Context: an optimization exercise on an open-source flow, tuned for small area. The choices shown serve that exercise and are no tape-out recipe.
Only simulation tests tie the RTL to the original design; equivalence was not proved.
Power and IR drop assume default switching activity.

`config.mk`:
```
export PLATFORM = sky130hd
export DESIGN_NAME = UART_TOP_own
export DESIGN_NICKNAME = UART_TOP_own
export VERILOG_FILES = /design/flow/design.v
export SDC_FILE = /design/flow/constraint.sdc
export NUM_CORES = 4
export LEC_CHECK = 0
export CAP_MARGIN = 20
export CORE_MARGIN = 2
export CORE_UTILIZATION = 40
export SLEW_MARGIN = 20
```
`constraint.sdc`:
```
create_clock -name core_clock -period 8.0 [get_ports {clk}]
set_input_delay 1.6000 -clock core_clock [delete_from_list [all_inputs] [get_ports {clk}]]
set_output_delay 1.6000 -clock core_clock [all_outputs]
set_load 0.01 [all_outputs]
```
`design.v`:
```
module UART_TOP_own (
    input               clk,
    input               rstn,
    input       [3:0]   paddr_i,
    input       [31:0]  pwdata_i,
    input               psel_i,
    input               penable_i,
    input               pwrite_i,
    input               rx_in,
    output reg          tx_out,
    output reg          uart_int_o,
    output reg  [31:0]  prdata_o
);
wire apb_wr = psel_i & penable_i & pwrite_i;
wire apb_rs = psel_i & ~penable_i & ~pwrite_i;       
reg  [31:0] r_tx, r_baud, r_conf, r_rxtrig, r_txtrig, r_delay;
reg         wv_tx, wv_baud, wv_conf, wv_rxtrig, wv_txtrig, wv_delay;
always @(posedge clk) begin
    if (apb_wr && paddr_i == 4'h0) r_tx     <= pwdata_i;
    if (apb_wr && paddr_i == 4'h2) r_baud   <= pwdata_i;
    if (apb_wr && paddr_i == 4'h3) r_conf   <= pwdata_i;
    if (apb_wr && paddr_i == 4'h4) r_rxtrig <= pwdata_i;
    if (apb_wr && paddr_i == 4'h5) r_txtrig <= pwdata_i;
    if (apb_wr && paddr_i == 4'h6) r_delay  <= pwdata_i;
end
always @(posedge clk or negedge rstn) begin
    if (!rstn) begin
        wv_tx <= 1'b0; wv_baud <= 1'b0; wv_conf <= 1'b0;
        wv_rxtrig <= 1'b0; wv_txtrig <= 1'b0; wv_delay <= 1'b0;
    end else begin
        if (apb_wr && paddr_i == 4'h0) wv_tx     <= 1'b1;
        if (apb_wr && paddr_i == 4'h2) wv_baud   <= 1'b1;
        if (apb_wr && paddr_i == 4'h3) wv_conf   <= 1'b1;
        if (apb_wr && paddr_i == 4'h4) wv_rxtrig <= 1'b1;
        if (apb_wr && paddr_i == 4'h5) wv_txtrig <= 1'b1;
        if (apb_wr && paddr_i == 4'h6) wv_delay  <= 1'b1;
    end
end
wire [31:0] uart_tx     = wv_tx     ? r_tx     : 32'h0;
wire [31:0] uart_baud   = wv_baud   ? r_baud   : 32'hf152;
wire [31:0] uart_conf   = wv_conf   ? r_conf   : 32'h34;
wire [31:0] uart_rxtrig = wv_rxtrig ? r_rxtrig : 32'h1;
wire [31:0] uart_txtrig = wv_txtrig ? r_txtrig : 32'h0;
wire [31:0] uart_delay  = wv_delay  ? r_delay  : 32'h2;
reg  [7:0]  txm [0:15];
reg  [7:0]  rxm [0:15];
reg  [4:0]  tx_cnt, rx_cnt;        
reg  [4:0]  tx_fcnt, rx_fcnt;      
reg  [7:0]  tx_dout, rx_dout;
wire        tx_wr_en, tx_rd_en, rx_wr_en, rx_rd_en;
wire        tx_frst, rx_frst;
wire [7:0]  rx_din;
wire tx_empty = (tx_cnt == 5'd0);
wire tx_full  = tx_cnt[4];
wire rx_empty = (rx_cnt == 5'd0);
wire rx_full  = rx_cnt[4];
wire tx_we = tx_wr_en & ~tx_full  & ~tx_frst;
wire tx_re = tx_rd_en & ~tx_empty & ~tx_frst;
wire rx_we = rx_wr_en & ~rx_full  & ~rx_frst;
wire rx_re = rx_rd_en & ~rx_empty & ~rx_frst;
integer i;
always @(posedge clk) begin
    if (tx_we) begin
        txm[1] <= uart_tx[7:0];
        for (i = 2; i < 16; i = i + 1) txm[i] <= txm[i-1];
        txm[0] <= txm[15];
    end
    if (rx_we) begin
        rxm[1] <= rx_din;
        for (i = 2; i < 16; i = i + 1) rxm[i] <= rxm[i-1];
        rxm[0] <= rxm[15];
    end
end
always @(posedge clk or negedge rstn) begin
    if (!rstn) begin
        tx_cnt <= 5'd0; rx_cnt <= 5'd0;
        tx_fcnt <= 5'd0; rx_fcnt <= 5'd0;
        tx_dout <= 8'd0; rx_dout <= 8'd0;
    end else begin
        tx_fcnt <= tx_cnt;
        rx_fcnt <= rx_cnt;
        if (tx_frst) tx_cnt <= 5'd0;
        else if (tx_we & ~tx_re) tx_cnt <= tx_cnt + 5'd1;
        else if (tx_re & ~tx_we) tx_cnt <= tx_cnt - 5'd1;
        if (rx_frst) rx_cnt <= 5'd0;
        else if (rx_we & ~rx_re) rx_cnt <= rx_cnt + 5'd1;
        else if (rx_re & ~rx_we) rx_cnt <= rx_cnt - 5'd1;
        if (tx_re) tx_dout <= txm[tx_cnt[3:0]];
        if (rx_re) rx_dout <= rxm[rx_cnt[3:0]];
    end
end
reg  [3:0]  uart_status;
reg  [4:0]  rx_stat, tx_stat;        
reg         rx_fifo_rd_en;
reg         txw1, txw2;              
reg         rx_state_int, tx_state_int;
reg         st3_d1, st3_d2, st2_d1, st2_d2;
reg         pe_s1, pe_s2, pe_s3, se_s1, se_s2, se_s3;
reg         p_error_ack, st_error_ack;
wire        p_error, st_error;
assign rx_rd_en = rx_fifo_rd_en;
assign tx_wr_en = txw2;
wire pe_syn = pe_s2 & ~pe_s3;
wire se_syn = se_s2 & ~se_s3;
wire neg_st3 = ~st3_d1 & st3_d2;
wire neg_st2 = ~st2_d1 & st2_d2;
always @(posedge clk or negedge rstn) begin
    if (!rstn) begin
        st3_d1 <= 1'b0; st3_d2 <= 1'b0; st2_d1 <= 1'b0; st2_d2 <= 1'b0;
        pe_s1 <= 1'b0; pe_s2 <= 1'b0; pe_s3 <= 1'b0;
        se_s1 <= 1'b0; se_s2 <= 1'b0; se_s3 <= 1'b0;
        rx_stat <= 5'd0; tx_stat <= 5'd0;
        rx_fifo_rd_en <= 1'b0;
        txw1 <= 1'b0; txw2 <= 1'b0;
        p_error_ack <= 1'b0; st_error_ack <= 1'b0;
        uart_status <= 4'd0;
        rx_state_int <= 1'b0; tx_state_int <= 1'b0;
        uart_int_o <= 1'b0;
    end else begin
        st3_d1 <= uart_status[3]; st3_d2 <= st3_d1;
        st2_d1 <= uart_status[2]; st2_d2 <= st2_d1;
        pe_s1 <= p_error;  pe_s2 <= pe_s1; pe_s3 <= pe_s2;
        se_s1 <= st_error; se_s2 <= se_s1; se_s3 <= se_s2;
        rx_stat <= rx_fcnt;
        tx_stat <= tx_fcnt;
        rx_fifo_rd_en <= apb_rs & ~rx_fifo_rd_en &
                         ((paddr_i == 4'h1) | ((paddr_i == 4'h7) & uart_status[1] & ~rx_empty));
        txw1 <= apb_wr & (paddr_i == 4'h0);
        txw2 <= txw1;
        if (se_syn) uart_status[3] <= 1'b1;
        else if (neg_st3) st_error_ack <= 1'b1;
        else if (!se_s2) st_error_ack <= 1'b0;
        if (pe_syn) uart_status[2] <= 1'b1;
        else if (neg_st2) p_error_ack <= 1'b1;
        else if (!pe_s2) p_error_ack <= 1'b0;
        if (!rx_state_int) begin
            rx_state_int <= (rx_fcnt == ({1'b0, uart_rxtrig[3:0]} - 5'd1));
        end else if (rx_fcnt == {1'b0, uart_rxtrig[3:0]}) begin
            uart_status[1] <= 1'b1;
            rx_state_int <= 1'b0;
        end
        if (!tx_state_int) begin
            tx_state_int <= (tx_fcnt == ({1'b0, uart_txtrig[3:0]} + 5'd1));
        end else if (tx_fcnt == {1'b0, uart_txtrig[3:0]}) begin
            uart_status[0] <= 1'b1;
            tx_state_int <= 1'b0;
        end
        if (apb_wr && paddr_i == 4'h7)
            uart_status <= uart_status & ~pwdata_i[3:0];
        uart_int_o <= |uart_status;
    end
end
reg [4:0] cap;
always @(posedge clk)
    cap <= paddr_i[3] ? (paddr_i[0] ? tx_stat : rx_stat) : {1'b0, uart_status};
always @(*) begin
    case (paddr_i)
    4'h0: prdata_o = uart_tx;
    4'h1: prdata_o = {24'b0, rx_dout};
    4'h2: prdata_o = uart_baud;
    4'h3: prdata_o = uart_conf;
    4'h4: prdata_o = uart_rxtrig;
    4'h5: prdata_o = uart_txtrig;
    4'h6: prdata_o = uart_delay;
    default: prdata_o = {27'b0, cap};
    endcase
end
reg  [9:0]  baud_div;
reg         rx_fifo_rst, tx_fifo_rst, st_check, stop_bit, parity, check;
reg  [3:0]  two_tx_delay;
assign tx_frst = tx_fifo_rst;
assign rx_frst = rx_fifo_rst;
always @(posedge clk or negedge rstn) begin
    if (!rstn) begin
        baud_div <= 10'h152;
        rx_fifo_rst <= 1'b0; tx_fifo_rst <= 1'b0;
        st_check <= 1'b0; stop_bit <= 1'b0; parity <= 1'b0; check <= 1'b0;
        two_tx_delay <= 4'h2;
    end else begin
        baud_div     <= uart_baud[9:0];
        rx_fifo_rst  <= uart_conf[15];
        tx_fifo_rst  <= uart_conf[14];
        st_check     <= uart_conf[3];
        stop_bit     <= uart_conf[2];
        parity       <= uart_conf[1];
        check        <= uart_conf[0];
        two_tx_delay <= uart_delay[3:0];
    end
end
reg  [13:0] cnt_value, cnt_baud_rx, cnt_baud_tx;
reg         tx_bps_en, rx_bps_en;
always @(posedge clk or negedge rstn) begin
    if (!rstn) begin
        cnt_value <= (14'd338 + 14'd1) << 4;
        cnt_baud_rx <= 14'd0;
        cnt_baud_tx <= 14'd0;
    end else begin
        cnt_value <= {baud_div + 10'd1, 4'b0};
        if (rx_bps_en && !(cnt_baud_rx > cnt_value - 14'd1)) cnt_baud_rx <= cnt_baud_rx + 14'd1;
        else cnt_baud_rx <= 14'd0;
        if (tx_bps_en && !(cnt_baud_tx > cnt_value - 14'd1)) cnt_baud_tx <= cnt_baud_tx + 14'd1;
        else cnt_baud_tx <= 14'd0;
    end
end
wire rx_bps_clk = (cnt_baud_rx == {1'b0, cnt_value[13:1]});
wire tx_bps_clk = (cnt_baud_tx == {1'b0, cnt_value[13:1]});
localparam T_IDLE = 3'b000, T_IRQ = 3'b001, T_START = 3'b011, T_DATA = 3'b010,
           T_CHECK = 3'b110, T_STOP = 3'b111, T_DELAY = 3'b101;
reg  [2:0]  tstate, tnext;
reg  [1:0]  rdata_state;
reg  [3:0]  tdata_cnt, tbaud_cnt;
reg         tx_fifo_rd_en, tx_ack, tx_start;
reg         tx_ack_d1, tx_ack_d2, tx_start_d1, tx_start_d2;
reg         t_stop_s1, t_stop_s2, t_chk_s1, t_chk_s2, t_par_s1, t_par_s2;
reg  [3:0]  t_dly_s1, t_dly_s2;
assign tx_rd_en = tx_fifo_rd_en;
always @(posedge clk or negedge rstn) begin
    if (!rstn) begin
        tx_ack_d1 <= 1'b0; tx_ack_d2 <= 1'b0;
        tx_start_d1 <= 1'b0; tx_start_d2 <= 1'b0;
        t_stop_s1 <= 1'b1; t_stop_s2 <= 1'b1;
        t_chk_s1 <= 1'b0; t_chk_s2 <= 1'b0;
        t_par_s1 <= 1'b0; t_par_s2 <= 1'b0;
        t_dly_s1 <= 4'h2; t_dly_s2 <= 4'h2;
    end else begin
        tx_ack_d1 <= tx_ack; tx_ack_d2 <= tx_ack_d1;
        tx_start_d1 <= tx_start; tx_start_d2 <= tx_start_d1;
        t_stop_s1 <= stop_bit; t_stop_s2 <= t_stop_s1;
        t_chk_s1 <= check; t_chk_s2 <= t_chk_s1;
        t_par_s1 <= parity; t_par_s2 <= t_par_s1;
        t_dly_s1 <= two_tx_delay; t_dly_s2 <= t_dly_s1;
    end
end
always @(*) begin
    case (tstate)
    T_IDLE:  tnext = tx_ack_d2 ? T_IRQ : T_IDLE;
    T_IRQ:   tnext = tx_bps_clk ? T_START : T_IRQ;
    T_START: tnext = tx_bps_clk ? T_DATA : T_START;
    T_DATA:  tnext = (tdata_cnt < 4'd8) ? T_DATA :
                     (tx_bps_clk ? (t_chk_s2 ? T_CHECK : T_STOP) : T_DATA);
    T_CHECK: tnext = tx_bps_clk ? (t_stop_s2 ? T_STOP : T_DELAY) : T_CHECK;
    T_STOP:  tnext = tx_bps_clk ? T_DELAY : T_STOP;
    T_DELAY: tnext = (tbaud_cnt < t_dly_s2) ? T_DELAY : T_IDLE;
    default: tnext = T_IDLE;
    endcase
end
always @(posedge clk or negedge rstn) begin
    if (!rstn) begin
        tstate <= T_IDLE;
        tx_bps_en <= 1'b0;
        tx_start <= 1'b0;
        tx_out <= 1'b1;
        tdata_cnt <= 4'd0;
        tbaud_cnt <= 4'd0;
    end else begin
        tstate <= tnext;
        case (tnext)
        T_IDLE: begin
            tx_start <= 1'b1;
            tbaud_cnt <= 4'd0;
            tdata_cnt <= 4'd0;
        end
        T_IRQ: begin
            tx_bps_en <= 1'b1;
            tx_start <= 1'b0;
        end
        T_START: if (tx_bps_clk) tx_out <= 1'b0;
        T_DATA: if (tx_bps_clk) begin
            tx_out <= tx_dout[tdata_cnt[2:0]];
            tdata_cnt <= tdata_cnt + 4'd1;
        end
        T_CHECK: if (tx_bps_clk) tx_out <= t_par_s2 ? ^tx_dout : ~^tx_dout;
        T_STOP: if (tx_bps_clk) tx_out <= 1'b1;
        T_DELAY: if (tx_bps_clk) begin
            tbaud_cnt <= tbaud_cnt + 4'd1;
            tx_out <= 1'b1;
        end
        default: ;
        endcase
    end
end
always @(posedge clk or negedge rstn) begin
    if (!rstn) begin
        tx_ack <= 1'b0;
        tx_fifo_rd_en <= 1'b0;
        rdata_state <= 2'b00;
    end else begin
        case (rdata_state)
        2'b00: if (!tx_empty && tx_start_d2) begin
            tx_ack <= 1'b1;
            tx_fifo_rd_en <= 1'b1;
            rdata_state <= 2'b01;
        end
        2'b01: begin
            tx_fifo_rd_en <= 1'b0;
            if (!tx_start_d2) begin
                tx_ack <= 1'b0;
                rdata_state <= 2'b10;
            end
        end
        2'b10: rdata_state <= 2'b00;
        default: ;
        endcase
    end
end
localparam R_IDLE = 3'b000, R_START = 3'b001, R_DATA = 3'b010, R_CHECK = 3'b011,
           R_STOP = 3'b110, R_SEND = 3'b111;
reg  [2:0]  rstate, rnext;
reg  [1:0]  wdata_state;
reg  [3:0]  rdata_cnt;
reg  [7:0]  data_rx;
reg         r_fifo_wr_en, rx_ack, rx_start, start_right, p_err, st_err;
reg         rx_ack_d1, rx_ack_d2, sea_d1, sea_d2, pea_d1, pea_d2, rx_start_d1, rx_start_d2;
reg         r_stc_s1, r_stc_s2, r_par_s1, r_par_s2, r_chk_s1, r_chk_s2;
reg         rx_in_d1, rx_in_d2;
assign rx_wr_en = r_fifo_wr_en;
assign rx_din = data_rx;
assign p_error = p_err;
assign st_error = st_err;
always @(posedge clk or negedge rstn) begin
    if (!rstn) begin
        rx_ack_d1 <= 1'b0; rx_ack_d2 <= 1'b0;
        sea_d1 <= 1'b0; sea_d2 <= 1'b0;
        pea_d1 <= 1'b0; pea_d2 <= 1'b0;
        rx_start_d1 <= 1'b0; rx_start_d2 <= 1'b0;
        r_stc_s1 <= 1'b0; r_stc_s2 <= 1'b0;
        r_par_s1 <= 1'b0; r_par_s2 <= 1'b0;
        r_chk_s1 <= 1'b0; r_chk_s2 <= 1'b0;
        rx_in_d1 <= 1'b0; rx_in_d2 <= 1'b0;
    end else begin
        rx_ack_d1 <= rx_ack; rx_ack_d2 <= rx_ack_d1;
        sea_d1 <= st_error_ack; sea_d2 <= sea_d1;
        pea_d1 <= p_error_ack; pea_d2 <= pea_d1;
        rx_start_d1 <= rx_start; rx_start_d2 <= rx_start_d1;
        r_stc_s1 <= st_check; r_stc_s2 <= r_stc_s1;
        r_par_s1 <= parity; r_par_s2 <= r_par_s1;
        r_chk_s1 <= check; r_chk_s2 <= r_chk_s1;
        rx_in_d1 <= rx_in; rx_in_d2 <= rx_in_d1;
    end
end
wire neg_rx_in = ~rx_in_d1 & rx_in_d2;
always @(*) begin
    case (rstate)
    R_IDLE:  rnext = neg_rx_in ? R_START : R_IDLE;
    R_START: rnext = start_right ? R_DATA : ((rx_bps_clk && rx_in) ? R_IDLE : R_START);
    R_DATA:  rnext = (rdata_cnt < 4'd8) ? R_DATA :
                     (rx_bps_clk ? (r_chk_s2 ? R_CHECK : R_STOP) : R_DATA);
    R_CHECK: rnext = pea_d2 ? R_IDLE :
                     (rx_bps_clk ? (p_err ? R_CHECK : (r_stc_s2 ? R_STOP : R_SEND)) : R_CHECK);
    R_STOP:  rnext = sea_d2 ? R_IDLE :
                     (rx_bps_clk ? (st_err ? R_STOP : R_SEND) : R_STOP);
    R_SEND:  rnext = rx_ack_d2 ? R_IDLE : R_SEND;
    default: rnext = R_IDLE;
    endcase
end
always @(posedge clk or negedge rstn) begin
    if (!rstn) begin
        rstate <= R_IDLE;
        rx_bps_en <= 1'b0;
        st_err <= 1'b0;
        p_err <= 1'b0;
        rdata_cnt <= 4'd0;
        data_rx <= 8'd0;
        start_right <= 1'b0;
        rx_start <= 1'b0;
    end else begin
        rstate <= rnext;
        case (rnext)
        R_IDLE: begin
            rx_bps_en <= 1'b0;
            st_err <= 1'b0;
            p_err <= 1'b0;
            rdata_cnt <= 4'd0;
            data_rx <= 8'd0;
            start_right <= 1'b0;
            rx_start <= 1'b0;
        end
        R_START: begin
            rx_bps_en <= 1'b1;
            if (rx_bps_clk) start_right <= ~rx_in;
        end
        R_DATA: if (rx_bps_clk) begin
            data_rx[rdata_cnt[2:0]] <= rx_in;
            rdata_cnt <= rdata_cnt + 4'd1;
        end
        R_CHECK: if (rx_bps_clk) begin
            if (r_par_s2 ? (^data_rx == rx_in) : (^data_rx == !rx_in)) begin
                p_err <= 1'b1;
                rx_bps_en <= 1'b0;
            end
        end
        R_STOP: if (rx_bps_clk && !rx_in) begin
            st_err <= 1'b1;
            rx_bps_en <= 1'b0;
        end
        R_SEND: rx_start <= 1'b1;
        default: ;
        endcase
    end
end
always @(posedge clk or negedge rstn) begin
    if (!rstn) begin
        rx_ack <= 1'b0;
        r_fifo_wr_en <= 1'b0;
        wdata_state <= 2'b00;
    end else begin
        case (wdata_state)
        2'b00: if (!rx_full && rx_start_d2) begin
            rx_ack <= 1'b1;
            r_fifo_wr_en <= 1'b1;
            wdata_state <= 2'b01;
        end
        2'b01: begin
            r_fifo_wr_en <= 1'b0;
            if (!rx_start_d2) begin
                rx_ack <= 1'b0;
                wdata_state <= 2'b10;
            end
        end
        2'b10: wdata_state <= 2'b00;
        default: ;
        endcase
    end
end
endmodule
```
`run.sh`:
```
#!/bin/bash
# synth_recipe.tcl (not shown) runs the flow's synth.tcl, then flattens the netlist and writes it again
# the make line also repeats each setting of config.mk as NAME=value (left out here)
make -C /OpenROAD-flow-scripts/flow DESIGN_CONFIG=/design/flow/config.mk WORK_HOME=/design/flow/orfs CLKGATE_MAP_FILE= SYNTH_SCRIPT=/design/flow/synth_recipe.tcl finish
```
==> summary.txt <==
# TYPE chip_impl_metric gauge
chip_impl_info{name="critical_path.endpoint_type",value="output pin"} 1
chip_impl_info{name="outcome",value="finished clean"} 1
chip_impl_metric{name="post_cts.repair.setup_buffers",unit=""} 0
chip_impl_info{name="synthTopCellsByArea",value="edfxtp_1 49%, dfrtp_1 17%, ha_1 2.3%"} 1
chip_impl_metric{name="dp_hpwl",unit="µm"} 39000
chip_impl_metric{name="timing.final.hold_violations",unit=""} 0
chip_impl_metric{name="die-height",unit="µm"} 265
chip_impl_info{name="largest_area_contributor_in_the_netlist",value="edfxtp_1"} 1
chip_impl_info{name="busiest_layer",value="met2"} 1
chip_impl_info{name="hold_class",value="reg2reg"} 1
chip_impl_metric{name="synth.lib_cells_used.distinct",unit=""} 81
chip_impl_metric{name="sequential_cell_fraction_of_total_power",unit=""} 0.441
chip_impl_metric{name="setup_total_negative_slack",unit="ns"} 0
chip_impl_metric{name="final-instance-count-excl-fill",unit=""} 2981
chip_impl_metric{name="ant_nets",unit=""} 0
chip_impl_metric{name="layout_worst_path_cycle_share",unit=""} 0.797
chip_impl_info{name="grt_setup_unrepaired",value="no"} 1
chip_impl_metric{name="multiInputGateArea",unit="µm²"} 7990
chip_impl_metric{name="power_frac_comb",unit=""} 0.217
chip_impl_metric{name="layout.area.seq",unit="µm²"} 18700
chip_impl_info{name="final_cell_mix",value="448 x edfxtp_1, 188 x dfrtp_1, 132 x nand2_1"} 1
chip_impl_metric{name="drv_slew",unit=""} 0
chip_impl_metric{name="fin_hold_ws",unit="ns"} 0.346
chip_impl_metric{name="synth_sequential_area_ratio",unit=""} 0.687
chip_impl_metric{name="cp_data_arrival_time",unit="ns"} 4.78
chip_impl_info{name="timing.critical_path.cells",value="clkdlybuf4s50_1, nor2b_1, and3_1, buf_4, a221oi_1, o31ai_1, clkdlybuf4s50_1"} 1
chip_impl_info{name="crit_path_frequent_cell",value="clkdlybuf4s50_1"} 1
chip_impl_metric{name="track_usage",unit=""} 0.178
chip_impl_metric{name="critical_path_peak_fanout",unit=""} 22
chip_impl_metric{name="timing.critical_path.buf_inv",unit=""} 3
chip_impl_metric{name="number_of_global_route_vias_before_repair",unit=""} 17000
chip_impl_metric{name="post_drt_wl_per_cell",unit="µm"} 20.8
chip_impl_metric{name="inserted_clock_buffers",unit=""} 70
chip_impl_metric{name="postCtsResizedCells",unit=""} 0
chip_impl_metric{name="post_synthesis_instance_total",unit=""} 1968
chip_impl_metric{name="net-switching-power",unit="mW"} 2.98
chip_impl_metric{name="clkPwrFrac",unit=""} 0.342
chip_impl_info{name="path_class",value="in2out"} 1
chip_impl_metric{name="timing.max_slew.rel_slack",unit=""} 0.327
chip_impl_metric{name="fp.coreArea",unit="µm²"} 67300
chip_impl_metric{name="drt_first_pass_iters",unit=""} 7
chip_impl_metric{name="synthesis.area_per_instance",unit="µm²"} 13.8
chip_impl_metric{name="globalplace.congestion",unit=""} 0.845
chip_impl_metric{name="synthArstFlopShare",unit=""} 0.311
chip_impl_metric{name="num_vias",unit=""} 16800
chip_impl_metric{name="synth_top_area_share",unit=""} 0.495
chip_impl_metric{name="fill_cells",unit=""} 5941
chip_impl_metric{name="clk_transition_reported_paths",unit="ns"} 0.06
chip_impl_info{name="cp-start-kind",value="input port"} 1
chip_impl_metric{name="fp-row-count",unit=""} 95
chip_impl_info{name="worst_r2r_startpoint",value="tx_cnt[1]"} 1
chip_impl_metric{name="synth_enable_flop_cells",unit=""} 448
chip_impl_metric{name="fin_worst_skew",unit="ns"} 0.0205
chip_impl_metric{name="p_int",unit="mW"} 6.84
chip_impl_metric{name="detailedRoute.firstIterationViolations",unit=""} 1729
chip_impl_metric{name="drc_errors",unit=""} 0
chip_impl_metric{name="area_of_the_die",unit="µm²"} 70100
chip_impl_info{name="path_delay_family",value="buffers and inverters"} 1
chip_impl_metric{name="grt_overflow_total",unit=""} 0
chip_impl_metric{name="cts-root-to-sink-buffers",unit=""} 3
chip_impl_metric{name="final.setup.worst_slack",unit="ns"} 1.62
chip_impl_info{name="critical_path.slowest_cell",value="clkdlybuf4s50_1"} 1
chip_impl_info{name="clockRootBuffer",value="clkbuf_16"} 1
chip_impl_metric{name="final_stage_net_count",unit=""} 2143
chip_impl_metric{name="number_of_hold_buffers_added_after_cts",unit=""} 0
chip_impl_info{name="dominantRegCellSynth",value="edfxtp_1"} 1
chip_impl_metric{name="power.leakage",unit="nW"} 11.6
chip_impl_metric{name="timing.final.crit_period",unit="ns"} 6.38
chip_impl_metric{name="routed_wl",unit="µm"} 62100
chip_impl_metric{name="port_buffers",unit=""} 75
chip_impl_metric{name="htree_levels",unit=""} 3
chip_impl_info{name="worstSetupStartpoint",value="paddr_i[3]"} 1
chip_impl_metric{name="max_freq",unit="GHz"} 0.157
chip_impl_metric{name="powerDensity",unit="nW/µm²"} 312
chip_impl_metric{name="cap_violations",unit=""} 0
chip_impl_metric{name="use_met2",unit=""} 0.279
chip_impl_metric{name="timing.critical_path.required",unit="ns"} 6.40
chip_impl_metric{name="globalRouteMet3Util",unit=""} 0.0257
chip_impl_metric{name="drive_gt1_frac",unit=""} 0.100
chip_impl_metric{name="dp.cells",unit=""} 2849
chip_impl_info{name="most_common_cell_after_layout_fill_and_taps_aside",value="edfxtp_1"} 1
chip_impl_metric{name="synth.ff_latch_count",unit=""} 657
chip_impl_metric{name="synthesis.area",unit="µm²"} 27200
chip_impl_metric{name="max_stage_delay",unit="ns"} 0.82
chip_impl_metric{name="largest_net_degree_at_the_start_of_global_routing",unit=""} 132
chip_impl_metric{name="detail_route.vias_per_cell",unit=""} 5.64
chip_impl_info{name="min-delay-start",value="txw1"} 1
chip_impl_metric{name="groute.layer.met1.usage",unit=""} 0.255
chip_impl_metric{name="dieWidth",unit="µm"} 265
chip_impl_metric{name="swShare",unit=""} 0.303
chip_impl_metric{name="detailedPlace.worstSlack",unit="ns"} 1.30
chip_impl_info{name="tritoncts",value="done"} 1
chip_impl_metric{name="floorplan.io_pins",unit=""} 76
chip_impl_metric{name="report.final.setup_viol",unit=""} 0
chip_impl_metric{name="postSynthNetCount",unit=""} 2061
chip_impl_metric{name="grt_first_pass_wirelength",unit="µm"} 98400
chip_impl_metric{name="tritoncts_num_sinks",unit=""} 657
chip_impl_metric{name="initial_utilization",unit=""} 0.404
chip_impl_metric{name="final_power",unit="mW"} 9.82
chip_impl_metric{name="clk-insertion-delay-late",unit="ns"} 0.62
chip_impl_metric{name="vdd_drop_max",unit="V"} 0.000199
chip_impl_metric{name="syn2layout_area_growth",unit="%"} 15.6
chip_impl_metric{name="max_slew.worst_pin.slew",unit="ns"} 1.01
chip_impl_metric{name="yosysWarnings",unit=""} 3
chip_impl_metric{name="grt_antenna_before_repair",unit=""} 2
-- power by group through the flow --
stage	sequential [mW]	combinational, mW	clock, mW
after global placement	4.38	2.10	0
final	4.33	2.13	3.36
after floorplan	4.27	1.55	0
after detailed placement	4.39	2.14	0
after CTS	4.32	2.15	3.44
after global routing	4.37	2.37	3.57
-- synth_stat cells (all sizes together), types with 6 or more instances --
cell type,n
a222oi,55
a31oi,20
a221oi,10
a21oi,59
dfstp,15
dfrtp,189
o21a,7
a311oi,7
a211oi,10
nand2,132
mux4,9
o221ai,6
o21ai,112
a32oi,8
a21o,13
o22a,8
or3,8
buf,23
nand4,14
mux2,16
o22ai,16
inv,56
nor3,36
o2bb2ai,6
nand2b,24
or2,7
mux2i,44
ha,49
a22oi,33
o31ai,13
and3,21
nand3b,6
xor2,46
and2,34
nor2b,35
nand3,61
clkbuf,72
o211ai,7
xnor2,50
edfxtp,448
nor4,13
nor2,109
-- flip-flops by register name (all words and copies together), names as in the netlist, 5 cells and up --
| signal | flops |
|---|---|
| r_rxtrig | 32 |
| r_baud | 32 |
| tx_cnt | 5 |
| rx_stat | 5 |
| baud_div | 10 |
| r_tx | 32 |
| tx_fcnt | 5 |
| rx_dout | 8 |
| cnt_baud_tx | 14 |
| r_conf | 32 |
| txm | 128 |
| rx_fcnt | 5 |
| data_rx | 8 |
| tx_stat | 5 |
| rx_cnt | 5 |
| rxm | 128 |
| r_delay | 32 |
| tx_dout | 8 |
| r_txtrig | 32 |
| cap | 5 |
| cnt_baud_rx | 14 |
| cnt_value | 10 |
-- path summary, 6_finish.rpt --
check                         endpoint  slack [ns]  cells after the start
min in group asynchronous        wv_tx        0.83                      1
min                               txw2        0.35                      0
min reg2reg                       txw2        0.35                      0
max reg2reg                  tx_cnt[4]        4.20                     11
max                        prdata_o[1]        1.62                      7
max in group asynchronous    tx_cnt[3]        5.41                      3
-- layout make-up --
class,count,area share
flip-flops and latches,657,0.594
multi-input cells,1158,0.254
clock buffers,91,0.0635
well taps,873,0.0347
repair buffers,105,0.0331
clock inverters,37,0.0134
inverters,58,0.00692
diodes,2,0.000159
-- stage by stage --
step	utilization	cell area [µm²]
after floorplan	-	27200
after global placement	0.430	28900
after detailed placement	0.430	29000
after CTS	0.466	31400
after global routing	0.467	31400
final	0.467	31400
-- kinds of logic (layout without fill, tap and decap cells) --
| group | count (synthesis) | after routing | synth area share |
|---|---|---|---|
| AO/OA/AOI/OAI | 426 | 426 | 0.110 |
| XOR/XNOR | 96 | 96 | 0.0312 |
| adder cells (fa/ha/maj) | 51 | 51 | 0.0240 |
| buffers and inverters | 153 | 291 | 0.0219 |
| flip-flops | 657 | 657 | 0.687 |
| multiplexers | 69 | 69 | 0.0304 |
| other | 0 | 2 | 0 |
| AND/OR/NAND/NOR | 516 | 516 | 0.0961 |
-- per-layer routing --
metal,share of wire,vias to the layer above
li1,-,7660
met1,0.45,8534
met2,0.47,531
met3,0.054,87
met4,0.021,0
met5,0,-

==> separate check: timing with driven ports <==
No port has a modelled driver above. Below, the same layout with a new extraction and two added sets of constraints. Step 1 assumes that a clkbuf_16 drives the clock port and a buf_2 every other input. Step 2, shift: input delay + t, output delay - t, t = (earliest + latest rising clock arrival at the registers) / 2. This alone moves slack from input paths to output paths. Slacks: no drivers / after step 1 / after step 2; pairs: no drivers / after step 1.
t, ns: 0.667
setup WS [ns]: 1.623 / 1.597 / 1.597
worst setup path after step 2: input to output
cell pins on the clock port's net: 1
After both steps this run still meets setup and hold. The setup slack of this run moves by -0.026 ns with the drivers and by -0.026 ns with both steps.
